Source: an optimization exercise on an open RTL-to-GDS flow (aim: small area and a short achievable clock period). Production flows keep margins and buffers that such runs may drop.
The RTL of this run was laid out without a check of its function.
Power is estimated from default activity; no workload was simulated.

**flow/design.v**
```verilog
module RGB_to_Gray(input CLK, input [7:0] R, input [7:0] G, input [7:0] B, input In_Valid, output reg [7:0] Gray, output reg Out_Valid);
    reg [7:0] r, g, b; reg v0;
    always @(posedge CLK) begin r <= R; g <= G; b <= B; v0 <= In_Valid; end
    wire w8 = ({r[7], r[6], r[5], r[4], r[3], r[2], r[1], r[0]} >= 8'd2);
    wire w9 = ({r[7], r[6], r[5], r[4], r[3], r[2], r[1], r[0]} >= 8'd4);
    wire w10 = ({r[7], r[6], r[5], r[4], r[3], r[2], r[1], r[0]} >= 8'd7);
    wire w11 = ({r[7], r[6], r[5], r[4], r[3], r[2], r[1], r[0]} >= 8'd14);
    wire w12 = ({r[7], r[6], r[5], r[4], r[3], r[2], r[1], r[0]} >= 8'd27);
    wire w13 = ({r[7], r[6], r[5], r[4], r[3], r[2], r[1], r[0]} >= 8'd54);
    wire w14 = ({r[7], r[6], r[5], r[4], r[3], r[2], r[1], r[0]} >= 8'd108);
    wire w15 = ({r[7], r[6], r[5], r[4], r[3], r[2], r[1], r[0]} >= 8'd215);
    wire w24 = ({g[7], g[6], g[5], g[4], g[3], g[2], g[1], g[0]} >= 8'd2);
    wire w25 = ({g[7], g[6], g[5], g[4], g[3], g[2], g[1], g[0]} >= 8'd4);
    wire w26 = ({g[7], g[6], g[5], g[4], g[3], g[2], g[1], g[0]} >= 8'd7);
    wire w27 = ({g[7], g[6], g[5], g[4], g[3], g[2], g[1], g[0]} >= 8'd14);
    wire w28 = ({g[7], g[6], g[5], g[4], g[3], g[2], g[1], g[0]} >= 8'd28);
    wire w29 = ({g[7], g[6], g[5], g[4], g[3], g[2], g[1], g[0]} >= 8'd55);
    wire w30 = ({g[7], g[6], g[5], g[4], g[3], g[2], g[1], g[0]} >= 8'd110);
    wire w31 = ({g[7], g[6], g[5], g[4], g[3], g[2], g[1], g[0]} >= 8'd219);
    wire w41 = ({b[7], b[6], b[5], b[4], b[3], b[2], b[1], b[0]} >= 8'd3);
    wire w42 = ({b[7], b[6], b[5], b[4], b[3], b[2], b[1], b[0]} >= 8'd5);
    wire w43 = ({b[7], b[6], b[5], b[4], b[3], b[2], b[1], b[0]} >= 8'd9);
    wire w44 = ({b[7], b[6], b[5], b[4], b[3], b[2], b[1], b[0]} >= 8'd18);
    wire w45 = ({b[7], b[6], b[5], b[4], b[3], b[2], b[1], b[0]} >= 8'd36);
    wire w46 = ({b[7], b[6], b[5], b[4], b[3], b[2], b[1], b[0]} >= 8'd71);
    wire w47 = ({b[7], b[6], b[5], b[4], b[3], b[2], b[1], b[0]} >= 8'd141);
    wire w48_0, w48_1; ha u48 (r[2], r[1], w48_0, w48_1);
    wire w49_0, w49_1; fa u49 (r[3], r[2], r[1], w49_0, w49_1);
    wire w50_0, w50_1; fa u50 (r[4], r[3], r[2], w50_0, w50_1);
    wire w51_0, w51_1; fa u51 (r[5], r[4], r[3], w51_0, w51_1);
    wire w52_0, w52_1; fa u52 (r[6], r[5], r[4], w52_0, w52_1);
    wire w53_0, w53_1; fa u53 (r[7], r[6], r[5], w53_0, w53_1);
    wire w54_0, w54_1; ha u54 (r[1], r[0], w54_0, w54_1);
    wire w55_0, w55_1; fa u55 (r[0], w48_0, w11, w55_0, w55_1);
    wire w56_0, w56_1; fa u56 (w48_1, w12, w49_0, w56_0, w56_1);
    wire w57_0, w57_1; fa u57 (w49_1, w13, w50_0, w57_0, w57_1);
    wire w58_0, w58_1; fa u58 (w50_1, w14, w51_0, w58_0, w58_1);
    wire w59_0, w59_1; fa u59 (w51_1, w15, w52_0, w59_0, w59_1);
    wire w60_0, w60_1; fa u60 (r[0], w52_1, w53_0, w60_0, w60_1);
    wire w61_0, w61_1; ha u61 (r[0], w9, w61_0, w61_1);
    wire w62_0, w62_1; fa u62 (w54_0, w10, w61_1, w62_0, w62_1);
    wire w63_0, w63_1; fa u63 (w54_1, w55_0, w62_1, w63_0, w63_1);
    wire w64_0, w64_1; fa u64 (w55_1, w56_0, w63_1, w64_0, w64_1);
    wire w65_0, w65_1; fa u65 (w56_1, w57_0, w64_1, w65_0, w65_1);
    wire w66_0, w66_1; fa u66 (w57_1, w58_0, w65_1, w66_0, w66_1);
    wire w67_0, w67_1; fa u67 (w58_1, w59_0, w66_1, w67_0, w67_1);
    wire w68_0, w68_1; fa u68 (p59_1_1, p60_0_1, p67_1_1, w68_0, w68_1);
    wire w69_0, w69_1; ha u69 (g[4], g[0], w69_0, w69_1);
    wire w70_0, w70_1; fa u70 (g[5], g[1], w31, w70_0, w70_1);
    wire w71_0, w71_1; fa u71 (g[6], g[2], g[0], w71_0, w71_1);
    wire w72_0, w72_1; ha u72 (g[0], w26, w72_0, w72_1);
    wire w73_0, w73_1; fa u73 (g[1], w27, w72_1, w73_0, w73_1);
    wire w74_0, w74_1; fa u74 (g[2], w28, w73_1, w74_0, w74_1);
    wire w75_0, w75_1; fa u75 (g[3], w29, w74_1, w75_0, w75_1);
    wire w76_0, w76_1; fa u76 (w69_0, w30, w75_1, w76_0, w76_1);
    wire w77_0, w77_1; fa u77 (w69_1, w70_0, w76_1, w77_0, w77_1);
    wire w78_0, w78_1; fa u78 (p70_1_1, p71_0_1, p77_1_1, w78_0, w78_1);
    wire w79 = ~w8;
    wire w80 = w61_0 & w79;
    wire w81 = ~w24;
    wire w82 = w25 & w81;
    wire w83 = ~w9;
    wire w84 = w62_0 & w83;
    wire w85 = ~w25;
    wire w86 = w72_0 & w85;
    wire w87 = ~w10;
    wire w88 = w63_0 & w87;
    wire w89 = ~w26;
    wire w90 = w73_0 & w89;
    wire w91 = ~w11;
    wire w92 = w64_0 & w91;
    wire w93 = ~w27;
    wire w94 = w74_0 & w93;
    wire w95 = ~w12;
    wire w96 = w65_0 & w95;
    wire w97 = ~w28;
    wire w98 = w75_0 & w97;
    wire w99 = ~w13;
    wire w100 = w66_0 & w99;
    wire w101 = ~w29;
    wire w102 = w76_0 & w101;
    wire w103 = ~w14;
    wire w104 = w67_0 & w103;
    wire w105 = ~w30;
    wire w106 = w77_0 & w105;
    wire w107 = ~p15_0_1;
    wire w108 = w68_0 & w107;
    wire w109 = ~p31_0_1;
    wire w110 = w78_0 & w109;
    wire w111_0, w111_1; ha u111 (r[7], r[6], w111_0, w111_1);
    wire w112_0, w112_1; fa u112 (r[7], r[2], r[0], w112_0, w112_1);
    wire w113_0, w113_1; fa u113 (g[7], g[3], g[1], w113_0, w113_1);
    wire w114_0, w114_1; fa u114 (r[3], r[1], r[0], w114_0, w114_1);
    wire w115_0, w115_1; fa u115 (r[4], r[2], r[1], w115_0, w115_1);
    wire w116_0, w116_1; fa u116 (r[5], r[3], r[2], w116_0, w116_1);
    wire w117_0, w117_1; ha u117 (r[0], g[6], w117_0, w117_1);
    wire w118_0, w118_1; fa u118 (r[6], r[4], r[3], w118_0, w118_1);
    wire w119_0, w119_1; fa u119 (r[1], g[7], g[5], w119_0, w119_1);
    wire w120_0, w120_1; fa u120 (r[7], r[5], r[4], w120_0, w120_1);
    wire w121_0, w121_1; ha u121 (r[2], g[6], w121_0, w121_1);
    wire w122_0, w122_1; fa u122 (r[6], r[5], r[3], w122_0, w122_1);
    wire w123_0, w123_1; ha u123 (g[7], g[6], w123_0, w123_1);
    wire w124_0, w124_1; fa u124 (r[7], r[6], r[4], w124_0, w124_1);
    wire w125_0, w125_1; ha u125 (r[0], g[7], w125_0, w125_1);
    wire w126_0, w126_1; ha u126 (r[7], r[5], w126_0, w126_1);
    wire w127_0, w127_1; ha u127 (r[5], r[2], w127_0, w127_1);
    wire w128_0, w128_1; fa u128 (r[6], r[3], r[2], w128_0, w128_1);
    wire w129_0, w129_1; fa u129 (r[7], r[4], r[3], w129_0, w129_1);
    wire w130_0, w130_1; fa u130 (r[5], r[4], r[1], w130_0, w130_1);
    wire w131_0, w131_1; fa u131 (r[6], r[5], r[2], w131_0, w131_1);
    wire w132_0, w132_1; ha u132 (r[7], r[6], w132_0, w132_1);
    wire w133_0, w133_1; fa u133 (r[1], w111_0, w53_1, w133_0, w133_1);
    wire w134_0, w134_1; fa u134 (g[0], w111_1, w71_1, w134_0, w134_1);
    wire w135_0, w135_1; ha u135 (w112_0, w113_0, w135_0, w135_1);
    wire w136_0, w136_1; fa u136 (g[4], g[2], g[1], w136_0, w136_1);
    wire w137_0, w137_1; fa u137 (w112_1, w113_1, w114_0, w137_0, w137_1);
    wire w138_0, w138_1; fa u138 (g[5], g[3], g[2], w138_0, w138_1);
    wire w139_0, w139_1; fa u139 (g[0], w114_1, w115_0, w139_0, w139_1);
    wire w140_0, w140_1; fa u140 (g[4], g[3], g[1], w140_0, w140_1);
    wire w141_0, w141_1; fa u141 (w117_0, w115_1, w116_0, w141_0, w141_1);
    wire w142_0, w142_1; fa u142 (g[4], g[2], w117_1, w142_0, w142_1);
    wire w143_0, w143_1; fa u143 (w116_1, w118_0, w119_0, w143_0, w143_1);
    wire w144_0, w144_1; fa u144 (g[5], g[3], w121_0, w144_0, w144_1);
    wire w145_0, w145_1; fa u145 (w118_1, w119_1, w120_0, w145_0, w145_1);
    wire w146_0, w146_1; fa u146 (g[4], g[0], w121_1, w146_0, w146_1);
    wire w147_0, w147_1; fa u147 (w123_0, w120_1, w122_0, w147_0, w147_1);
    wire w148_0, w148_1; fa u148 (g[5], g[1], w123_1, w148_0, w148_1);
    wire w149_0, w149_1; fa u149 (w125_0, w122_1, w124_0, w149_0, w149_1);
    wire w150_0, w150_1; fa u150 (r[1], g[6], g[2], w150_0, w150_1);
    wire w151_0, w151_1; fa u151 (w125_1, w126_0, w124_1, w151_0, w151_1);
    wire w152_0, w152_1; fa u152 (r[6], r[2], g[7], w152_0, w152_1);
    wire w153_0, w153_1; fa u153 (g[3], g[0], w126_1, w153_0, w153_1);
    wire w154_0, w154_1; fa u154 (r[7], r[3], r[0], w154_0, w154_1);
    wire w155_0, w155_1; fa u155 (g[4], g[1], g[0], w155_0, w155_1);
    wire w156_0, w156_1; fa u156 (r[4], r[1], r[0], w156_0, w156_1);
    wire w157_0, w157_1; fa u157 (g[5], g[2], g[1], w157_0, w157_1);
    wire w158_0, w158_1; fa u158 (r[1], g[6], g[3], w158_0, w158_1);
    wire w159_0, w159_1; fa u159 (g[2], g[0], w127_0, w159_0, w159_1);
    wire w160_0, w160_1; fa u160 (g[7], g[4], g[3], w160_0, w160_1);
    wire w161_0, w161_1; fa u161 (g[1], w127_1, w128_0, w161_0, w161_1);
    wire w162_0, w162_1; fa u162 (r[0], g[5], g[4], w162_0, w162_1);
    wire w163_0, w163_1; fa u163 (g[2], w128_1, w129_0, w163_0, w163_1);
    wire w164_0, w164_1; fa u164 (g[6], g[5], g[3], w164_0, w164_1);
    wire w165_0, w165_1; fa u165 (g[0], w129_1, w130_0, w165_0, w165_1);
    wire w166_0, w166_1; fa u166 (g[7], g[6], g[4], w166_0, w166_1);
    wire w167_0, w167_1; fa u167 (g[1], w130_1, w131_0, w167_0, w167_1);
    wire w168_0, w168_1; fa u168 (r[3], g[7], g[5], w168_0, w168_1);
    wire w169_0, w169_1; fa u169 (g[2], w132_0, w131_1, w169_0, w169_1);
    wire w170_0, w170_1; fa u170 (r[7], r[4], g[6], w170_0, w170_1);
    wire w171_0, w171_1; ha u171 (g[3], w132_1, w171_0, w171_1);
    wire w172_0, w172_1; ha u172 (r[5], g[7], w172_0, w172_1);
    wire w173_0, w173_1; ha u173 (w133_0, w60_1, w173_0, w173_1);
    wire w174_0, w174_1; fa u174 (w133_1, w135_0, w134_0, w174_0, w174_1);
    wire w175_0, w175_1; fa u175 (w136_0, w135_1, w134_1, w175_0, w175_1);
    wire w176_0, w176_1; fa u176 (w136_1, w138_0, w137_1, w176_0, w176_1);
    wire w177_0, w177_1; fa u177 (w138_1, w140_0, w139_1, w177_0, w177_1);
    wire w178_0, w178_1; fa u178 (w140_1, w142_0, w141_1, w178_0, w178_1);
    wire w179_0, w179_1; fa u179 (w142_1, w144_0, w143_1, w179_0, w179_1);
    wire w180_0, w180_1; fa u180 (w144_1, w146_0, w145_1, w180_0, w180_1);
    wire w181_0, w181_1; fa u181 (w146_1, w148_0, w147_1, w181_0, w181_1);
    wire w182_0, w182_1; fa u182 (w150_0, w148_1, w149_1, w182_0, w182_1);
    wire w183_0, w183_1; fa u183 (w150_1, w152_0, w153_0, w183_0, w183_1);
    wire w184_0, w184_1; fa u184 (w152_1, w154_0, w155_0, w184_0, w184_1);
    wire w185_0, w185_1; fa u185 (w154_1, w155_1, w156_0, w185_0, w185_1);
    wire w186_0, w186_1; fa u186 (w156_1, w157_1, w158_0, w186_0, w186_1);
    wire w187_0, w187_1; fa u187 (w158_1, w160_0, w159_1, w187_0, w187_1);
    wire w188_0, w188_1; fa u188 (w160_1, w162_0, w161_1, w188_0, w188_1);
    wire w189_0, w189_1; fa u189 (w162_1, w164_0, w163_1, w189_0, w189_1);
    wire w190_0, w190_1; fa u190 (w164_1, w166_0, w165_1, w190_0, w190_1);
    wire w191_0, w191_1; fa u191 (w166_1, w168_0, w167_1, w191_0, w191_1);
    wire w192_0, w192_1; fa u192 (w168_1, w170_0, w171_0, w192_0, w192_1);
    wire w193_0, w193_1; fa u193 (g[4], w172_0, w170_1, w193_0, w193_1);
    wire w194_0, w194_1; ha u194 (r[6], g[5], w194_0, w194_1);
    wire w195_0, w195_1; ha u195 (p173_0_1, w110, w195_0, w195_1);
    wire w196_0, w196_1; fa u196 (p173_1_1, p174_0_1, w78_1, w196_0, w196_1);
    wire w197_0, w197_1; fa u197 (w137_0, w174_1, w175_0, w197_0, w197_1);
    wire w198_0, w198_1; fa u198 (w139_0, w175_1, w176_0, w198_0, w198_1);
    wire w199_0, w199_1; fa u199 (w141_0, w176_1, w177_0, w199_0, w199_1);
    wire w200_0, w200_1; fa u200 (w143_0, w177_1, w178_0, w200_0, w200_1);
    wire w201_0, w201_1; fa u201 (w145_0, w178_1, w179_0, w201_0, w201_1);
    wire w202_0, w202_1; fa u202 (w147_0, w179_1, w180_0, w202_0, w202_1);
    wire w203_0, w203_1; fa u203 (w149_0, w180_1, w181_0, w203_0, w203_1);
    wire w204_0, w204_1; fa u204 (w151_0, w181_1, w182_0, w204_0, w204_1);
    wire w205_0, w205_1; fa u205 (w151_1, w183_0, w182_1, w205_0, w205_1);
    wire w206_0, w206_1; fa u206 (w153_1, w184_0, w183_1, w206_0, w206_1);
    wire w207_0, w207_1; fa u207 (w157_0, w184_1, w185_0, w207_0, w207_1);
    wire w208_0, w208_1; fa u208 (w159_0, w185_1, w186_0, w208_0, w208_1);
    wire w209_0, w209_1; fa u209 (w186_1, w161_0, w187_0, w209_0, w209_1);
    wire w210_0, w210_1; fa u210 (w163_0, w187_1, w188_0, w210_0, w210_1);
    wire w211_0, w211_1; fa u211 (w165_0, w188_1, w189_0, w211_0, w211_1);
    wire w212_0, w212_1; fa u212 (w167_0, w189_1, w190_0, w212_0, w212_1);
    wire w213_0, w213_1; fa u213 (w169_0, w190_1, w191_0, w213_0, w213_1);
    wire w214_0, w214_1; fa u214 (w169_1, w192_0, w191_1, w214_0, w214_1);
    wire w215_0, w215_1; fa u215 (w171_1, w193_0, w192_1, w215_0, w215_1);
    wire w216_0, w216_1; fa u216 (w172_1, w194_0, w193_1, w216_0, w216_1);
    wire w217_0, w217_1; fa u217 (r[7], g[6], w194_1, w217_0, w217_1);
    wire w219 = w205_1 & w206_0;
    wire w220 = w206_1 | w207_0;
    wire w221 = w206_1 & w207_0;
    wire w222 = w207_1 | w208_0;
    wire w223 = w207_1 & w208_0;
    wire w224 = w208_1 | w209_0;
    wire w225 = w208_1 & w209_0;
    wire w226 = w209_1 | w210_0;
    wire w227 = w209_1 & w210_0;
    wire w228 = w210_1 | w211_0;
    wire w229 = w210_1 & w211_0;
    wire w230 = w211_1 | w212_0;
    wire w231 = w211_1 & w212_0;
    wire w232 = w212_1 | w213_0;
    wire w233 = w212_1 & w213_0;
    wire w234 = p213_1_1 | p214_0_1;
    wire w235 = p213_1_1 & p214_0_1;
    wire w236 = p214_1_1 | p215_0_1;
    wire w237 = p214_1_1 & p215_0_1;
    wire w238 = p215_1_1 | p216_0_1;
    wire w239 = p215_1_1 & p216_0_1;
    wire w240 = p216_1_1 | p217_0_1;
    wire w241 = p216_1_1 & p217_0_1;
    wire w242 = p217_1_1 | p23_0_1;
    wire w243 = p217_1_1 & p23_0_1;
    wire w244 = w221 | (w220 & w219);
    wire w246 = w225 | (w224 & w223);
    wire w247 = w224 & w222;
    wire w248 = w229 | (w228 & w227);
    wire w249 = w228 & w226;
    wire w250 = w233 | (w232 & w231);
    wire w251 = w232 & w230;
    wire w252 = w237 | (w236 & w235);
    wire w253 = w236 & w234;
    wire w254 = w241 | (w240 & w239);
    wire w255 = w240 & w238;
    wire w258 = w246 | (w247 & w244);
    wire w260 = w231 | (w230 & w248);
    wire w261 = w230 & w249;
    wire w262 = w250 | (w251 & w248);
    wire w263 = w251 & w249;
    wire w264 = w239 | (w238 & w252);
    wire w265 = w238 & w253;
    wire w266 = w254 | (w255 & w252);
    wire w267 = w255 & w253;
    wire w268 = w227 | (w226 & w258);
    wire w270 = w248 | (w249 & w258);
    wire w272 = w260 | (w261 & w258);
    wire w274 = w262 | (w263 & w258);
    wire w276 = w243 | (w242 & w266);
    wire w277 = w242 & w267;
    wire w278 = w235 | (w234 & p274_0_1);
    wire w280 = w252 | (w253 & p274_0_1);
    wire w282 = w264 | (w265 & p274_0_1);
    wire w284 = w266 | (w267 & p274_0_1);
    wire w286 = w276 | (w277 & p274_0_1);
    wire w288 = |{w210_1, w211_1, w212_1, w213_1, w214_1, w215_1, w216_1, w217_1, w211_0, w212_0, w213_0, w214_0, w215_0, w216_0, w217_0, g[7], w268};
    wire w289 = |{w211_1, w212_1, w213_1, w214_1, w215_1, w216_1, w217_1, w212_0, w213_0, w214_0, w215_0, w216_0, w217_0, g[7], w270};
    wire w290 = |{w212_1, w213_1, w214_1, w215_1, w216_1, w217_1, w213_0, w214_0, w215_0, w216_0, w217_0, g[7], w272};
    wire w291 = |{p213_1_1, p214_1_1, p215_1_1, p216_1_1, p217_1_1, p214_0_1, p215_0_1, p216_0_1, p217_0_1, p23_0_1, p274_0_1};
    wire w292 = |{p214_1_1, p215_1_1, p216_1_1, p217_1_1, p215_0_1, p216_0_1, p217_0_1, p23_0_1, w278};
    wire w293 = |{p215_1_1, p216_1_1, p217_1_1, p216_0_1, p217_0_1, p23_0_1, w280};
    wire w294 = |{p216_1_1, p217_1_1, p217_0_1, p23_0_1, w282};
    wire w295 = |{p217_1_1, p23_0_1, w284};
    wire w296 = |{w286};
    wire w297 = ~b[0];
    wire w298 = ~b[1];
    wire w299 = ~b[2];
    wire w300 = ~b[3];
    wire w301 = ~b[4];
    wire w302 = ~b[5];
    wire w303 = ~b[6];
    wire w304 = ~b[7];
    wire w305_0, w305_1; fa u305 (b[6], b[4], b[2], w305_0, w305_1);
    wire w306_0, w306_1; ha u306 (b[7], b[5], w306_0, w306_1);
    wire w307_0, w307_1; ha u307 (b[6], b[4], w307_0, w307_1);
    wire w308_0, w308_1; ha u308 (b[7], b[5], w308_0, w308_1);
    wire w309_0, w309_1; ha u309 (b[4], b[2], w309_0, w309_1);
    wire w310_0, w310_1; fa u310 (b[5], b[3], b[1], w310_0, w310_1);
    wire w311_0, w311_1; fa u311 (w297, w47, w305_0, w311_0, w311_1);
    wire w312_0, w312_1; fa u312 (b[3], w298, w306_0, w312_0, w312_1);
    wire w313_0, w313_1; fa u313 (b[0], w299, w306_1, w313_0, w313_1);
    wire w314_0, w314_1; fa u314 (b[1], w300, w307_1, w314_0, w314_1);
    wire w315_0, w315_1; fa u315 (b[6], b[2], w301, w315_0, w315_1);
    wire w316_0, w316_1; ha u316 (b[2], b[0], w316_0, w316_1);
    wire w317_0, w317_1; fa u317 (b[3], b[1], w44, w317_0, w317_1);
    wire w318_0, w318_1; fa u318 (b[0], w309_0, w45, w318_0, w318_1);
    wire w319_0, w319_1; fa u319 (w309_1, w46, w310_0, w319_0, w319_1);
    wire w320; xn u320 (w310_1, w311_0, w320);
    wire w321 = w310_1 | w311_0;
    wire w322_0, w322_1; fa u322 (w305_1, w312_0, w311_1, w322_0, w322_1);
    wire w323_0, w323_1; fa u323 (w307_0, w312_1, w313_0, w323_0, w323_1);
    wire w324_0, w324_1; fa u324 (w308_0, w313_1, w314_0, w324_0, w324_1);
    wire w325_0, w325_1; fa u325 (w308_1, w315_0, w314_1, w325_0, w325_1);
    wire w326_0, w326_1; ha u326 (b[0], w41, w326_0, w326_1);
    wire w327_0, w327_1; fa u327 (b[1], w42, w326_1, w327_0, w327_1);
    wire w328_0, w328_1; fa u328 (w316_0, w43, w327_1, w328_0, w328_1);
    wire w329_0, w329_1; fa u329 (w316_1, w317_0, w328_1, w329_0, w329_1);
    wire w330_0, w330_1; fa u330 (w317_1, w318_0, w329_1, w330_0, w330_1);
    wire w331_0, w331_1; fa u331 (w318_1, w319_0, w330_1, w331_0, w331_1);
    wire w332_0, w332_1; fa u332 (w319_1, w320, w331_1, w332_0, w332_1);
    wire w333_0, w333_1; fa u333 (p321_0_1, p322_0_1, p332_1_1, w333_0, w333_1);
    wire w334_0, w334_1; fa u334 (p322_1_1, p323_0_1, w333_1, w334_0, w334_1);
    wire w335_0, w335_1; fa u335 (p323_1_1, p324_0_1, w334_1, w335_0, w335_1);
    wire w336_0, w336_1; fa u336 (p324_1_1, p325_0_1, w335_1, w336_0, w336_1);
    wire w337 = ~w42;
    wire w338 = w328_0 & w337;
    wire w339 = w338 & w288;
    wire w340 = ~w339;
    wire w341 = ~w43;
    wire w342 = w329_0 & w341;
    wire w343 = w342 & w289;
    wire w344 = ~p343_0_1;
    wire w345 = ~w44;
    wire w346 = w330_0 & w345;
    wire w347 = w346 & w290;
    wire w348 = ~p347_0_1;
    wire w349 = ~w45;
    wire w350 = w331_0 & w349;
    wire w351 = p350_0_1 & w291;
    wire w352 = ~w351;
    wire w353 = ~w46;
    wire w354 = w332_0 & w353;
    wire w355 = p354_0_1 & w292;
    wire w356 = ~w355;
    wire w357 = ~w47;
    wire w358 = w333_0 & p357_0_1;
    wire w359 = w358 & w293;
    wire w360 = ~w359;
    wire w361 = w334_0 & w294;
    wire w362 = ~w361;
    wire w363 = w335_0 & w295;
    wire w364 = ~w363;
    wire w365 = w336_0 & w296;
    wire w366 = ~w365;
    wire w367_0, w367_1; fa u367 (b[7], b[3], w302, w367_0, w367_1);
    wire w368_0, w368_1; ha u368 (w297, w315_1, w368_0, w368_1);
    wire w369_0, w369_1; ha u369 (b[4], w303, w369_0, w369_1);
    wire w370_0, w370_1; ha u370 (b[7], b[5], w370_0, w370_1);
    wire w371_0, w371_1; ha u371 (b[6], b[1], w371_0, w371_1);
    wire w372_0, w372_1; ha u372 (b[7], b[2], w372_0, w372_1);
    wire w373_0, w373_1; fa u373 (w367_0, w368_0, w325_1, w373_0, w373_1);
    wire w374_0, w374_1; fa u374 (w298, w369_0, w367_1, w374_0, w374_1);
    wire w375_0, w375_1; ha u375 (w368_1, w197_0, w375_0, w375_1);
    wire w376_0, w376_1; fa u376 (b[5], w304, w299, w376_0, w376_1);
    wire w377_0, w377_1; fa u377 (w369_1, w197_1, w198_0, w377_0, w377_1);
    wire w378_0, w378_1; fa u378 (b[6], w300, w198_1, w378_0, w378_1);
    wire w379 = ~w199_0;
    wire w380_0, w380_1; fa u380 (b[7], w301, w297, w380_0, w380_1);
    wire w381_0, w381_1; ha u381 (w199_1, w200_0, w381_0, w381_1);
    wire w382_0, w382_1; fa u382 (w302, w298, w200_1, w382_0, w382_1);
    wire w383_0, w383_1; fa u383 (b[0], w303, w299, w383_0, w383_1);
    wire w384_0, w384_1; fa u384 (b[1], w304, w300, w384_0, w384_1);
    wire w385_0, w385_1; fa u385 (b[2], b[0], w301, w385_0, w385_1);
    wire w386_0, w386_1; ha u386 (w203_1, w204_0, w386_0, w386_1);
    wire w387_0, w387_1; fa u387 (b[3], b[1], w302, w387_0, w387_1);
    wire w388; xn u388 (w204_1, w205_0, w388);
    wire w389 = w204_1 | w205_0;
    wire w390_0, w390_1; fa u390 (b[4], b[2], w303, w390_0, w390_1);
    wire w391_0, w391_1; fa u391 (w297, w206_0, w205_1, w391_0, w391_1);
    wire w392_0, w392_1; fa u392 (b[5], b[3], w304, w392_0, w392_1);
    wire w393_0, w393_1; fa u393 (w298, w207_0, w206_1, w393_0, w393_1);
    wire w394_0, w394_1; fa u394 (b[6], b[4], w299, w394_0, w394_1);
    wire w395; xn u395 (w207_1, w208_0, w395);
    wire w396 = w207_1 | w208_0;
    wire w397_0, w397_1; fa u397 (b[0], w300, w370_0, w397_0, w397_1);
    wire w398; xn u398 (w208_1, w209_0, w398);
    wire w399 = w208_1 | w209_0;
    wire w400_0, w400_1; fa u400 (w301, w370_1, w371_0, w400_0, w400_1);
    wire w401; xn u401 (w209_1, w210_0, w401);
    wire w402 = w209_1 | w210_0;
    wire w403_0, w403_1; fa u403 (w302, w371_1, w372_0, w403_0, w403_1);
    wire w404; xn u404 (w210_1, w211_0, w404);
    wire w405 = w210_1 | w211_0;
    wire w406_0, w406_1; fa u406 (b[3], w303, w372_1, w406_0, w406_1);
    wire w407; xn u407 (w211_1, w212_0, w407);
    wire w408 = w211_1 | w212_0;
    wire w409_0, w409_1; fa u409 (b[4], w304, w212_1, w409_0, w409_1);
    wire w410 = ~w213_0;
    wire w411_0, w411_1; ha u411 (b[5], w213_1, w411_0, w411_1);
    wire w412_0, w412_1; ha u412 (p38_0_1, p215_0_1, w412_0, w412_1);
    wire w413_0, w413_1; ha u413 (p39_0_1, p216_0_1, w413_0, w413_1);
    wire w414_0, w414_1; ha u414 (w80, w338, w414_0, w414_1);
    wire w415_0, w415_1; fa u415 (w82, w84, w342, w415_0, w415_1);
    wire w416_0, w416_1; fa u416 (w86, w88, w346, w416_0, w416_1);
    wire w417_0, w417_1; fa u417 (p90_0_1, p92_0_1, p350_0_1, w417_0, w417_1);
    wire w418_0, w418_1; fa u418 (p94_0_1, p96_0_1, p354_0_1, w418_0, w418_1);
    wire w419_0, w419_1; fa u419 (p98_0_1, p100_0_1, w358, w419_0, w419_1);
    wire w420_0, w420_1; fa u420 (p102_0_1, p104_0_1, w334_0, w420_0, w420_1);
    wire w421_0, w421_1; fa u421 (p106_0_1, w108, w335_0, w421_0, w421_1);
    wire w422_0, w422_1; fa u422 (w68_1, w195_0, w336_0, w422_0, w422_1);
    wire w423_0, w423_1; fa u423 (p373_0_1, w196_0, w195_1, w423_0, w423_1);
    wire w424_0, w424_1; fa u424 (w374_0, w373_1, w375_0, w424_0, w424_1);
    wire w425_0, w425_1; fa u425 (w376_0, w374_1, w375_1, w425_0, w425_1);
    wire w426_0, w426_1; fa u426 (w376_1, w379, w377_1, w426_0, w426_1);
    wire w427_0, w427_1; fa u427 (w380_0, w199_0, w378_1, w427_0, w427_1);
    wire w428_0, w428_1; fa u428 (w380_1, w201_0, w381_1, w428_0, w428_1);
    wire w429_0, w429_1; fa u429 (w383_0, w201_1, w202_0, w429_0, w429_1);
    wire w430_0, w430_1; fa u430 (w383_1, w384_0, w202_1, w430_0, w430_1);
    wire w431_0, w431_1; fa u431 (w384_1, w385_0, w386_0, w431_0, w431_1);
    wire w432_0, w432_1; fa u432 (w385_1, w387_0, w388, w432_0, w432_1);
    wire w433_0, w433_1; fa u433 (w387_1, w390_0, w389, w433_0, w433_1);
    wire w434_0, w434_1; fa u434 (w390_1, w392_0, w393_0, w434_0, w434_1);
    wire w435_0, w435_1; fa u435 (w392_1, w394_0, w395, w435_0, w435_1);
    wire w436_0, w436_1; fa u436 (w394_1, w397_0, w396, w436_0, w436_1);
    wire w437_0, w437_1; fa u437 (w397_1, w400_0, w399, w437_0, w437_1);
    wire w438_0, w438_1; fa u438 (w400_1, w403_0, w402, w438_0, w438_1);
    wire w439_0, w439_1; fa u439 (w403_1, w406_0, w405, w439_0, w439_1);
    wire w440_0, w440_1; fa u440 (w406_1, w410, w408, w440_0, w440_1);
    wire w441_0, w441_1; fa u441 (w214_0, w213_0, w411_0, w441_0, w441_1);
    wire w442_0, w442_1; fa u442 (p214_1_1, w412_0, p411_1_1, w442_0, w442_1);
    wire w443_0, w443_1; fa u443 (p215_1_1, w413_0, w412_1, w443_0, w443_1);
    wire w444_0, w444_1; fa u444 (p217_0_1, p216_1_1, w413_1, w444_0, w444_1);
    wire w445_0, w445_1; ha u445 (p23_0_1, p217_1_1, w445_0, w445_1);
    wire w446_0, w446_1; ha u446 (p414_0_1, p340_0_1, w446_0, w446_1);
    wire w447_0, w447_1; fa u447 (p414_1_1, p415_0_1, w344, w447_0, w447_1);
    wire w448_0, w448_1; fa u448 (p415_1_1, p416_0_1, w348, w448_0, w448_1);
    wire w449_0, w449_1; fa u449 (p416_1_1, w352, w417_0, w449_0, w449_1);
    wire w450_0, w450_1; fa u450 (w417_1, w356, w418_0, w450_0, w450_1);
    wire w451_0, w451_1; fa u451 (w418_1, w360, w419_0, w451_0, w451_1);
    wire w452_0, w452_1; fa u452 (w419_1, w362, w420_0, w452_0, w452_1);
    wire w453_0, w453_1; fa u453 (w420_1, w364, w421_0, w453_0, w453_1);
    wire w454_0, w454_1; fa u454 (w421_1, w366, w422_0, w454_0, w454_1);
    wire w455_0, w455_1; fa u455 (w423_0, w336_1, w422_1, w455_0, w455_1);
    wire w456_0, w456_1; fa u456 (p424_0_1, w196_1, w423_1, w456_0, w456_1);
    wire w457_0, w457_1; fa u457 (w377_0, w424_1, w425_0, w457_0, w457_1);
    wire w458_0, w458_1; fa u458 (w378_0, w425_1, w426_0, w458_0, w458_1);
    wire w459_0, w459_1; fa u459 (w381_0, w426_1, w427_0, w459_0, w459_1);
    wire w460_0, w460_1; fa u460 (w382_0, w427_1, w428_0, w460_0, w460_1);
    wire w461_0, w461_1; fa u461 (w382_1, w429_0, w428_1, w461_0, w461_1);
    wire w462_0, w462_1; fa u462 (w203_0, w429_1, w430_0, w462_0, w462_1);
    wire w463; xn u463 (w430_1, w431_0, w463);
    wire w464 = w430_1 | w431_0;
    wire w465_0, w465_1; fa u465 (w386_1, w432_0, w431_1, w465_0, w465_1);
    wire w466_0, w466_1; fa u466 (w391_0, w432_1, w433_0, w466_0, w466_1);
    wire w467_0, w467_1; fa u467 (w391_1, w433_1, w434_0, w467_0, w467_1);
    wire w468_0, w468_1; fa u468 (w393_1, w435_0, w434_1, w468_0, w468_1);
    wire w469_0, w469_1; fa u469 (w398, w435_1, w436_0, w469_0, w469_1);
    wire w470_0, w470_1; fa u470 (w436_1, w401, w437_0, w470_0, w470_1);
    wire w471_0, w471_1; fa u471 (w404, w437_1, w438_0, w471_0, w471_1);
    wire w472_0, w472_1; fa u472 (w407, w438_1, w439_0, w472_0, w472_1);
    wire w473_0, w473_1; fa u473 (w409_0, w439_1, w440_0, w473_0, w473_1);
    wire w474_0, w474_1; fa u474 (w409_1, w440_1, w441_0, w474_0, w474_1);
    wire w475; xn u475 (p441_1_1, w442_0, w475);
    wire w476 = p441_1_1 | w442_0;
    wire w477; xn u477 (w443_0, w442_1, w477);
    wire w478 = w443_0 | w442_1;
    wire w479; xn u479 (w444_0, w443_1, w479);
    wire w480 = w444_0 | w443_1;
    wire w481; xn u481 (w445_0, w444_1, w481);
    wire w482 = w445_0 | w444_1;
    wire w483 = ~w445_1;
    wire w484 = w446_1 | w447_0;
    wire w485 = w446_1 & w447_0;
    wire w486 = w447_1 | w448_0;
    wire w487 = w447_1 & w448_0;
    wire w488 = w448_1 | w449_0;
    wire w489 = w448_1 & w449_0;
    wire w490 = w449_1 | w450_0;
    wire w491 = w449_1 & w450_0;
    wire w492 = w450_1 | w451_0;
    wire w493 = w450_1 & w451_0;
    wire w494 = w451_1 | w452_0;
    wire w495 = w451_1 & w452_0;
    wire w496 = w452_1 | w453_0;
    wire w497 = w452_1 & w453_0;
    wire w498 = w453_1 | w454_0;
    wire w499 = w453_1 & w454_0;
    wire w500 = w454_1 | w455_0;
    wire w501 = w454_1 & w455_0;
    wire w502 = w455_1 | w456_0;
    wire w503 = w455_1 & w456_0;
    wire w504 = w456_1 | p457_0_1;
    wire w505 = w456_1 & p457_0_1;
    wire w506 = p457_1_1 | p458_0_1;
    wire w507 = p457_1_1 & p458_0_1;
    wire w508 = p458_1_1 | p459_0_1;
    wire w509 = p458_1_1 & p459_0_1;
    wire w510 = w459_1 | w460_0;
    wire w511 = w459_1 & w460_0;
    wire w512 = w460_1 | w461_0;
    wire w513 = w460_1 & w461_0;
    wire w514 = w461_1 | w462_0;
    wire w515 = w461_1 & w462_0;
    wire w516 = w462_1 | w463;
    wire w517 = w462_1 & w463;
    wire w518 = p464_0_1 | p465_0_1;
    wire w519 = p464_0_1 & p465_0_1;
    wire w520 = w465_1 | w466_0;
    wire w521 = w465_1 & w466_0;
    wire w522 = w466_1 | w467_0;
    wire w523 = w466_1 & w467_0;
    wire w524 = w467_1 | w468_0;
    wire w525 = w467_1 & w468_0;
    wire w526 = w468_1 | w469_0;
    wire w527 = w468_1 & w469_0;
    wire w528 = w469_1 | w470_0;
    wire w529 = w469_1 & w470_0;
    wire w530 = w470_1 | w471_0;
    wire w531 = w470_1 & w471_0;
    wire w532_0, w532_1; ha u532 (w471_1, w472_0, w532_0, w532_1);
    wire w533_0, w533_1; ha u533 (w472_1, w473_0, w533_0, w533_1);
    wire w534_0, w534_1; ha u534 (p473_1_1, p474_0_1, w534_0, w534_1);
    wire w535_0, w535_1; ha u535 (p474_1_1, w475, w535_0, w535_1);
    wire w536_0, w536_1; ha u536 (w476, w477, w536_0, w536_1);
    wire w537_0, w537_1; ha u537 (w478, w479, w537_0, w537_1);
    wire w538_0, w538_1; ha u538 (w480, w481, w538_0, w538_1);
    wire w539_0, w539_1; ha u539 (w482, w483, w539_0, w539_1);
    wire w540 = w531 | (w530 & w529);
    wire w541 = w530 & w528;
    wire w542 = w527 | (w526 & w525);
    wire w543 = w526 & w524;
    wire w544 = p540_0_1 | (p541_0_1 & p542_0_1);
    wire w545 = p541_0_1 & p543_0_1;
    wire w546 = w523 | (w522 & w521);
    wire w547 = w522 & w520;
    wire w548 = p546_0_1 | (p547_0_1 & w519);
    wire w549 = p547_0_1 & w518;
    wire w550 = w544 | (w545 & w548);
    wire w551 = w545 & w549;
    wire w552 = w517 | (w516 & w515);
    wire w553 = w516 & w514;
    wire w554 = p552_0_1 | (p553_0_1 & p513_0_1);
    wire w555 = p553_0_1 & p512_0_1;
    wire w556 = p511_0_1 | (p510_0_1 & w509);
    wire w557 = p510_0_1 & w508;
    wire w558 = w556 | (w557 & w507);
    wire w559 = w557 & w506;
    wire w560 = w554 | (w555 & w558);
    wire w561 = w555 & w559;
    wire w562 = w550 | (w551 & w560);
    wire w563 = w551 & w561;
    wire w564 = w505 | (w504 & w503);
    wire w565 = w504 & w502;
    wire w566 = w564 | (w565 & w501);
    wire w567 = w565 & w500;
    wire w568 = w499 | (w498 & w497);
    wire w569 = w498 & w496;
    wire w570 = w568 | (w569 & w495);
    wire w571 = w569 & w494;
    wire w572 = w566 | (w567 & w570);
    wire w573 = w567 & w571;
    wire w574 = w493 | (w492 & w491);
    wire w575 = w492 & w490;
    wire w576 = w574 | (w575 & w489);
    wire w577 = w575 & w488;
    wire w578 = w487 | (w486 & w485);
    wire w579 = w486 & w484;
    wire w580 = w578 | (w579 & w446_0);
    wire w581 = w576 | (w577 & w580);
    wire w583 = w572 | (w573 & w581);
    wire w585 = w562 | (w563 & w583);
    wire w587 = p533_1_1 | (p533_0_1 & p532_1_1);
    wire w588 = p533_0_1 & p532_0_1;
    wire w589 = w535_1 | (w535_0 & w534_1);
    wire w590 = w535_0 & w534_0;
    wire w591 = w537_1 | (w537_0 & w536_1);
    wire w592 = w537_0 & w536_0;
    wire w595 = w534_1 | (w534_0 & w587);
    wire w596 = w534_0 & w588;
    wire w597 = w589 | (w590 & w587);
    wire w598 = w590 & w588;
    wire w599 = w538_1 | (w538_0 & w591);
    wire w600 = w538_0 & w592;
    wire w603 = w536_1 | (w536_0 & w597);
    wire w604 = w536_0 & w598;
    wire w605 = w591 | (w592 & w597);
    wire w606 = w592 & w598;
    wire w607 = w599 | (w600 & w597);
    wire w608 = w600 & w598;
    wire w611 = p532_1_1 | (p532_0_1 & w585);
    wire w612 = w587 | (w588 & w585);
    wire w613 = w595 | (w596 & w585);
    wire w614 = w597 | (w598 & w585);
    wire w615 = w603 | (w604 & w585);
    wire w616 = w605 | (w606 & w585);
    wire w617 = w607 | (w608 & w585);
    wire w619; xr u619 (p532_0_1, w585, w619);
    wire w620; xr u620 (p533_0_2, p611_0_1, w620);
    wire w621; xr u621 (p534_0_1, p612_0_1, w621);
    wire w622; xr u622 (p535_0_1, p613_0_1, w622);
    wire w623; xr u623 (p536_0_1, p614_0_1, w623);
    wire w624; xr u624 (p537_0_1, p615_0_1, w624);
    wire w625; xr u625 (p538_0_1, p616_0_1, w625);
    wire w626; xr u626 (p539_0_1, p617_0_1, w626);
    reg p23_0_1;
    reg p38_0_1;
    reg p39_0_1;
    reg p15_0_1;
    reg p59_1_1;
    reg p60_0_1;
    reg p67_1_1;
    reg p31_0_1;
    reg p70_1_1;
    reg p71_0_1;
    reg p77_1_1;
    reg p173_0_1;
    reg p173_1_1;
    reg p174_0_1;
    reg p213_1_1;
    reg p214_0_1;
    reg p214_1_1;
    reg p215_0_1;
    reg p215_1_1;
    reg p216_0_1;
    reg p216_1_1;
    reg p217_0_1;
    reg p217_1_1;
    reg p274_0_1;
    reg p321_0_1;
    reg p322_0_1;
    reg p332_1_1;
    reg p322_1_1;
    reg p323_0_1;
    reg p323_1_1;
    reg p324_0_1;
    reg p324_1_1;
    reg p325_0_1;
    reg p343_0_1;
    reg p347_0_1;
    reg p350_0_1;
    reg p354_0_1;
    reg p357_0_1;
    reg p90_0_1;
    reg p92_0_1;
    reg p94_0_1;
    reg p96_0_1;
    reg p98_0_1;
    reg p100_0_1;
    reg p102_0_1;
    reg p104_0_1;
    reg p106_0_1;
    reg p373_0_1;
    reg p411_1_1;
    reg p414_0_1;
    reg p340_0_1;
    reg p414_1_1;
    reg p415_0_1;
    reg p415_1_1;
    reg p416_0_1;
    reg p416_1_1;
    reg p424_0_1;
    reg p441_1_1;
    reg p457_0_1;
    reg p457_1_1;
    reg p458_0_1;
    reg p458_1_1;
    reg p459_0_1;
    reg p464_0_1;
    reg p465_0_1;
    reg p473_1_1;
    reg p474_0_1;
    reg p474_1_1;
    reg p540_0_1;
    reg p541_0_1;
    reg p542_0_1;
    reg p543_0_1;
    reg p546_0_1;
    reg p547_0_1;
    reg p552_0_1;
    reg p553_0_1;
    reg p513_0_1;
    reg p512_0_1;
    reg p511_0_1;
    reg p510_0_1;
    reg p533_1_1;
    reg p533_0_1;
    reg p533_0_2;
    reg p532_1_1;
    reg p532_0_1;
    reg p535_0_1;
    reg p534_0_1;
    reg p537_0_1;
    reg p536_0_1;
    reg p538_0_1;
    reg p611_0_1;
    reg p612_0_1;
    reg p613_0_1;
    reg p614_0_1;
    reg p615_0_1;
    reg p616_0_1;
    reg p539_0_1;
    reg p617_0_1;
    reg p619_0_1;
    always @(posedge CLK) begin
        p23_0_1 <= g[7];
        p38_0_1 <= b[6];
        p39_0_1 <= b[7];
        p15_0_1 <= w15;
        p59_1_1 <= w59_1;
        p60_0_1 <= w60_0;
        p67_1_1 <= w67_1;
        p31_0_1 <= w31;
        p70_1_1 <= w70_1;
        p71_0_1 <= w71_0;
        p77_1_1 <= w77_1;
        p173_0_1 <= w173_0;
        p173_1_1 <= w173_1;
        p174_0_1 <= w174_0;
        p213_1_1 <= w213_1;
        p214_0_1 <= w214_0;
        p214_1_1 <= w214_1;
        p215_0_1 <= w215_0;
        p215_1_1 <= w215_1;
        p216_0_1 <= w216_0;
        p216_1_1 <= w216_1;
        p217_0_1 <= w217_0;
        p217_1_1 <= w217_1;
        p274_0_1 <= w274;
        p321_0_1 <= w321;
        p322_0_1 <= w322_0;
        p332_1_1 <= w332_1;
        p322_1_1 <= w322_1;
        p323_0_1 <= w323_0;
        p323_1_1 <= w323_1;
        p324_0_1 <= w324_0;
        p324_1_1 <= w324_1;
        p325_0_1 <= w325_0;
        p343_0_1 <= w343;
        p347_0_1 <= w347;
        p350_0_1 <= w350;
        p354_0_1 <= w354;
        p357_0_1 <= w357;
        p90_0_1 <= w90;
        p92_0_1 <= w92;
        p94_0_1 <= w94;
        p96_0_1 <= w96;
        p98_0_1 <= w98;
        p100_0_1 <= w100;
        p102_0_1 <= w102;
        p104_0_1 <= w104;
        p106_0_1 <= w106;
        p373_0_1 <= w373_0;
        p411_1_1 <= w411_1;
        p414_0_1 <= w414_0;
        p340_0_1 <= w340;
        p414_1_1 <= w414_1;
        p415_0_1 <= w415_0;
        p415_1_1 <= w415_1;
        p416_0_1 <= w416_0;
        p416_1_1 <= w416_1;
        p424_0_1 <= w424_0;
        p441_1_1 <= w441_1;
        p457_0_1 <= w457_0;
        p457_1_1 <= w457_1;
        p458_0_1 <= w458_0;
        p458_1_1 <= w458_1;
        p459_0_1 <= w459_0;
        p464_0_1 <= w464;
        p465_0_1 <= w465_0;
        p473_1_1 <= w473_1;
        p474_0_1 <= w474_0;
        p474_1_1 <= w474_1;
        p540_0_1 <= w540;
        p541_0_1 <= w541;
        p542_0_1 <= w542;
        p543_0_1 <= w543;
        p546_0_1 <= w546;
        p547_0_1 <= w547;
        p552_0_1 <= w552;
        p553_0_1 <= w553;
        p513_0_1 <= w513;
        p512_0_1 <= w512;
        p511_0_1 <= w511;
        p510_0_1 <= w510;
        p533_1_1 <= w533_1;
        p533_0_1 <= w533_0;
        p533_0_2 <= p533_0_1;
        p532_1_1 <= w532_1;
        p532_0_1 <= w532_0;
        p535_0_1 <= w535_0;
        p534_0_1 <= w534_0;
        p537_0_1 <= w537_0;
        p536_0_1 <= w536_0;
        p538_0_1 <= w538_0;
        p611_0_1 <= w611;
        p612_0_1 <= w612;
        p613_0_1 <= w613;
        p614_0_1 <= w614;
        p615_0_1 <= w615;
        p616_0_1 <= w616;
        p539_0_1 <= w539_0;
        p617_0_1 <= w617;
        p619_0_1 <= w619;
    end
    reg v1; always @(posedge CLK) v1 <= v0;
    reg v2; always @(posedge CLK) v2 <= v1;
    always @(posedge CLK) begin Gray <= {w626, w625, w624, w623, w622, w621, w620, p619_0_1}; Out_Valid <= v2; end
endmodule
module fa(input a, input b, input c, output s, output co);
    assign s = a ^ b ^ c;
    assign co = (a & b) | (a & c) | (b & c);
endmodule
module ha(input a, input b, output s, output co);
    assign s = a ^ b;
    assign co = a & b;
endmodule
module xr(input a, input b, output y);
    assign y = a ^ b;
endmodule
module xn(input a, input b, output y);
    assign y = ~(a ^ b);
endmodule
module ao(input g1, input p1, input g0, output y);
    assign y = g1 | (p1 & g0);
endmodule
module an2(input a, input b, output y);
    assign y = a & b;
endmodule
module or2(input a, input b, output y);
    assign y = a | b;
endmodule
```
**flow/flow/run.sh**
```bash
#!/bin/bash
# Standard ORFS layout with the standard synthesis unchanged. Port buffers are
# sky130_fd_sc_hd__buf_2, and timing repair is asked to reach a setup slack of
# 11.95 ns at the design's own clock period and constraints.
set -euo pipefail
export SETUP_SLACK_MARGIN=11.95
export BUFFER_PORTS_ARGS="-buffer_cell sky130_fd_sc_hd__buf_2"
bash standard.sh synth > synth.log 2>&1
bash standard.sh > layout.log 2>&1
```
**flow/standard.sh**
```bash
#!/bin/bash
# synth_recipe.tcl (not shown) runs the flow's synth.tcl, then flattens the netlist and writes it again
# the make line also repeats each setting of config.mk as NAME=value (left out here)
make -C /OpenROAD-flow-scripts/flow DESIGN_CONFIG=/design/flow/config.mk WORK_HOME=/design/flow/orfs CLKGATE_MAP_FILE= SYNTH_SCRIPT=/design/flow/synth_recipe.tcl "${@:-finish}"
```
**flow/config.mk**
```make
export PLATFORM = sky130hd
export DESIGN_NAME = RGB_to_Gray
export DESIGN_NICKNAME = RGB_to_Gray
export VERILOG_FILES = /design/flow/design.v
export SDC_FILE = /design/flow/constraint.sdc
export NUM_CORES = 8
export LEC_CHECK = 0
export CAP_MARGIN = 20
export CORE_MARGIN = 2
export CORE_UTILIZATION = 60
export PLACE_DENSITY = 0.75
export SLEW_MARGIN = 20
export SYNTH_HIERARCHICAL = 1
export SYNTH_MINIMUM_KEEP_SIZE = 0
```
**flow/constraint.sdc**
```tcl
create_clock -name core_clock -period 16.0 [get_ports {CLK}]
set_input_delay 3.2000 -clock core_clock [delete_from_list [all_inputs] [get_ports {CLK}]]
set_output_delay 3.2000 -clock core_clock [all_outputs]
set_load 0.01 [all_outputs]
```
==> results.txt <==
state kept, by name, summed over array words and instances (netlist names), 8 cells and up:
signal,flops
r,8
b,8
Gray,8
g,8
area by class of cell:
type	instances	area share (%)
clock buffers	17	3.97
clock inverters	15	1.51
inverters	25	1.04
multi-input cells	492	61.1
flip-flops and latches	135	25.9
well taps	188	2.20
repair buffers	63	4.31
power groups by stage:
stage | logic, W | clock network [W] | registers [W]
6_report | 0.00123 | 0.000389 | 0.000526
5_1_grt | 0.00138 | 0.000409 | 0.000539
4_1_cts | 0.00117 | 0.000393 | 0.000523
3_5_place_dp | 0.00112 | 0 | 0.000533
3_3_place_gp | 0.00107 | 0 | 0.000528
2_1_floorplan | 0.000821 | 0 | 0.000519
Yosys stat by module, one instance, submodules excluded:
module	cell area [um^2]	cells
fa	20.0	1
RGB_to_Gray	4020	364
xn	8.76	1
ha	12.5	1
xr	8.76	1
critical path, stage by stage, from the launching register on:
cell,delay [ns]
dfxtp_2,0.32
fa_2,0.38
fa_2,0.35
fa_2,0.34
fa_2,0.56
fa_2,0.45
fa_2,0.37
o211a_1,0.14
a221oi_2,0.17
or4_1,0.16
o211ai_1,0.09
buf_4,0.19
or2_4,0.26
a41o_1,0.23
stage by stage:
| stage | setup slack [ns] | cells | hold WS, ns | power (W) | util [%] |
|---|---|---|---|---|---|
| floorplan | 11.98 | 652 | 0.310 | 0.00134 | - |
| global placement | 11.74 | 874 | 0.310 | 0.00160 | 63.8 |
| detailed placement | 11.64 | 874 | 0.312 | 0.00165 | 63.8 |
| CTS | 11.79 | 924 | 0.326 | 0.00209 | 69.3 |
| global route | 11.72 | 935 | 0.339 | 0.00233 | 71.0 |
| finish | 11.87 | 935 | 0.325 | 0.00215 | 71.0 |
layer usage:
layer | routed length [um] | share of wire, % | track usage [%]
met5 | 0 | 0 | 0
met4 | 855 | 4.1 | 13.3
met3 | 1590 | 7.6 | 8.06
met2 | 10700 | 51 | 47.2
met1 | 7810 | 37 | 34.6
kinds of logic (layout without fill, tap and decap cells):
| group | Yosys count | after routing | synth area share, % |
|---|---|---|---|
| XOR/XNOR | 20 | 20 | 1.90 |
| adder cells (fa/ha/maj) | 275 | 275 | 55.3 |
| AND/OR/NAND/NOR | 111 | 111 | 6.14 |
| flip-flops | 135 | 135 | 29.4 |
| buffers and inverters | 25 | 120 | 1.02 |
| other | 1 | 1 | 0.0407 |
| AO/OA/AOI/OAI | 85 | 85 | 6.28 |
worst max-delay path by stage:
stage	end	cells past startpoint
detailed placement	p510_0_1	8
finish	p613_0_1	13
floorplan	p532_0_1	8
CTS	p617_0_1	12
global placement	p532_0_1	8
global route	p617_0_1	13
placed cells by master, fill, tap and decap left out, types with 15 or more instances in the layout:
cell | synthesis | routed
inv_1 | 25 | 20
nand2_1 | 21 | 21
fa_1 | 221 | 200
buf_2 | 0 | 30
buf_4 | 0 | 23
dfxtp_4 | 0 | 15
a21oi_1 | 18 | 15
dfxtp_1 | 135 | 109
ha_1 | 47 | 47
clkbuf_16 | 0 | 17
nor2_1 | 25 | 24
fa_2 | 0 | 21
what timing repair did:
| action | CTS | global route |
|---|---|---|
| buffers inserted | 18 | 11 |
| endpoints found under the hold margin | 0 | 0 |
| pin swaps | 11 | 15 |
| gates resized for setup | 40 | 50 |
| endpoints found under the setup margin | 41 | 29 |
==> impl_metrics.yaml <==
run_status:
  status: "complete, no violations"
worst_setup_path:
  timing.rr.end: "p613_0_1"
  crit_fanout: 3
  reg2regPathDepth: 13
  worstSetupEndpointType: "flip-flop"
  crit_start: "p332_1_1"
  cp_data_arrival_time_ns: 4.45
  r2r_slack_ns: 11.87
  cp-start-kind: "flip-flop"
  crit_required_ns: 16.32
  r2r-start: "p332_1_1"
  path_class: "reg2reg"
final_layout:
  multiInputGateArea_um2: 6540
  ff_latch_area_um2: 2770
  fillers: 989
  drive_gt1_share_pct: 24.1
  insertedDiodeCount: 0
  syn2layout_area_growth_pct: 16.3
  final_area_um2: 10700
  nNetsFinal: 1028
route:
  wirelength_um: 21000
  avgViaCountPerCell: 6.00
  detail_route.wl_per_cell_um: 22.4
  first_pass_iters: 5
  first_iter_violations: 473
  vias: 5614
  drtAntennaViolNets: 0
  drcViolationCount: 0
sta:
  fin_tns_setup_ns: 0
  period_share_pct: 25.8
  hold_viol: 0
  setup_viol: 0
  max_freq_mhz: 242
  slew_violations: 0
  rsz0062_at_grt: "true"
  slew_headroom_pct: 45.8
  worst_pin_slew_ns: 0.812
  fin_crit_ns: 4.13
  finClkSkew_ns: 0.00915
clocking:
  clock_latency_ns: 0.43
  hold_buffers: 0
  root_buffer: "clkbuf_16"
  clkTransAtPathRegs_ns: 0.06
  htreeDepth: 4
  numCtsBuffers: 17
  cts_tree: "built"
  clock_path_buffers: 2
  cts.sinks: 135
die:
  initial_utilization_pct: 61.0
  pin_count: 35
  num_rows: 45
  die_w_um: 128
  design.core.area_um2: 15100
  die_height_um: 128
  die-area_um2: 16400
hold_path:
  hold_start: "v2"
  min_path_cells: 0
  whs_endpoint: "Out_Valid"
  hold_class: "reg2reg"
synthesis:
  synthTopCellsByCount: "fa_1 (221), dfxtp_1 (135), ha_1 (47)"
  yosysWarnings: 7
  synth_edf_count: 0
  syn_nets: 946
  synth_top_cell_area_share_pct: 48.1
  synthFlopType: "dfxtp_1"
  post-synth-top-count-cell: "fa_1"
  ys_seq_area_share_pct: 29.4
  syn_area_um2: 9210
  async_flop_share_pct: 0
  syn_avg_cell_area_um2: 14.1
  synth_cell_types: 44
  synth_seq_cells: 135
  synth_cells: 652
  synth_area_leaders: "fa_1 (48%), dfxtp_1 (29%), ha_1 (6.4%)"
  synth_top_cell_by_area: "fa_1"
pwr:
  irDropWorstVdd_mv: 0.165
  p_seq_share_pct: 24.5
  sw_frac_of_total_pct: 40.8
  powerDensity_nw_per_um2: 200
  comb_power_share_pct: 57.4
  switching_power_w: 0.000877
  p_clk_share_pct: 18.1
  p_int_w: 0.00127
  p_leak_nw: 4.33
placement:
  dp_hpwl_um: 15500
  dpl-instance-area_um2: 9620
  place_congestion: 0.965
  io_buffers: 34
global_routing:
  grt_max_degree: 17
  grt_pass1_vias: 6371
  antenna_found_initial: 0
  grt_pass1_wl_um: 33700
  track_usage_pct: 28.4
  grt_overflow: 0
flow_run:
  cap_violations: 0

-- port drivers added, routing unchanged --
The flow's constraints put no driver on any port. The routed layout listed below was extracted and timed again, unchanged, in two steps.
Step 1 sets driving cells, clkbuf_16 on the clock port and buf_2 on the other inputs (assumed; they add their load-dependent delay and slew).
Step 2 moves the port delays by t, midway between the first and last clock arrival at a register: inputs arrive t later, outputs are due t later. That takes back most of the time a late clock gives input paths.
a / b / c = ideal ports / drivers / drivers and shift; a / b = the first two.
t (ns): 0.472
setup WS [ns]: 11.871 / 11.871 / 11.871
worst setup path after step 2: register to register
clock arrival spread, ns: 0.009 / 0.009
After both steps setup and hold are still met in this run. For this run, drivers alone change the setup slack by 0.000 ns; drivers and shift together by 0.000 ns.
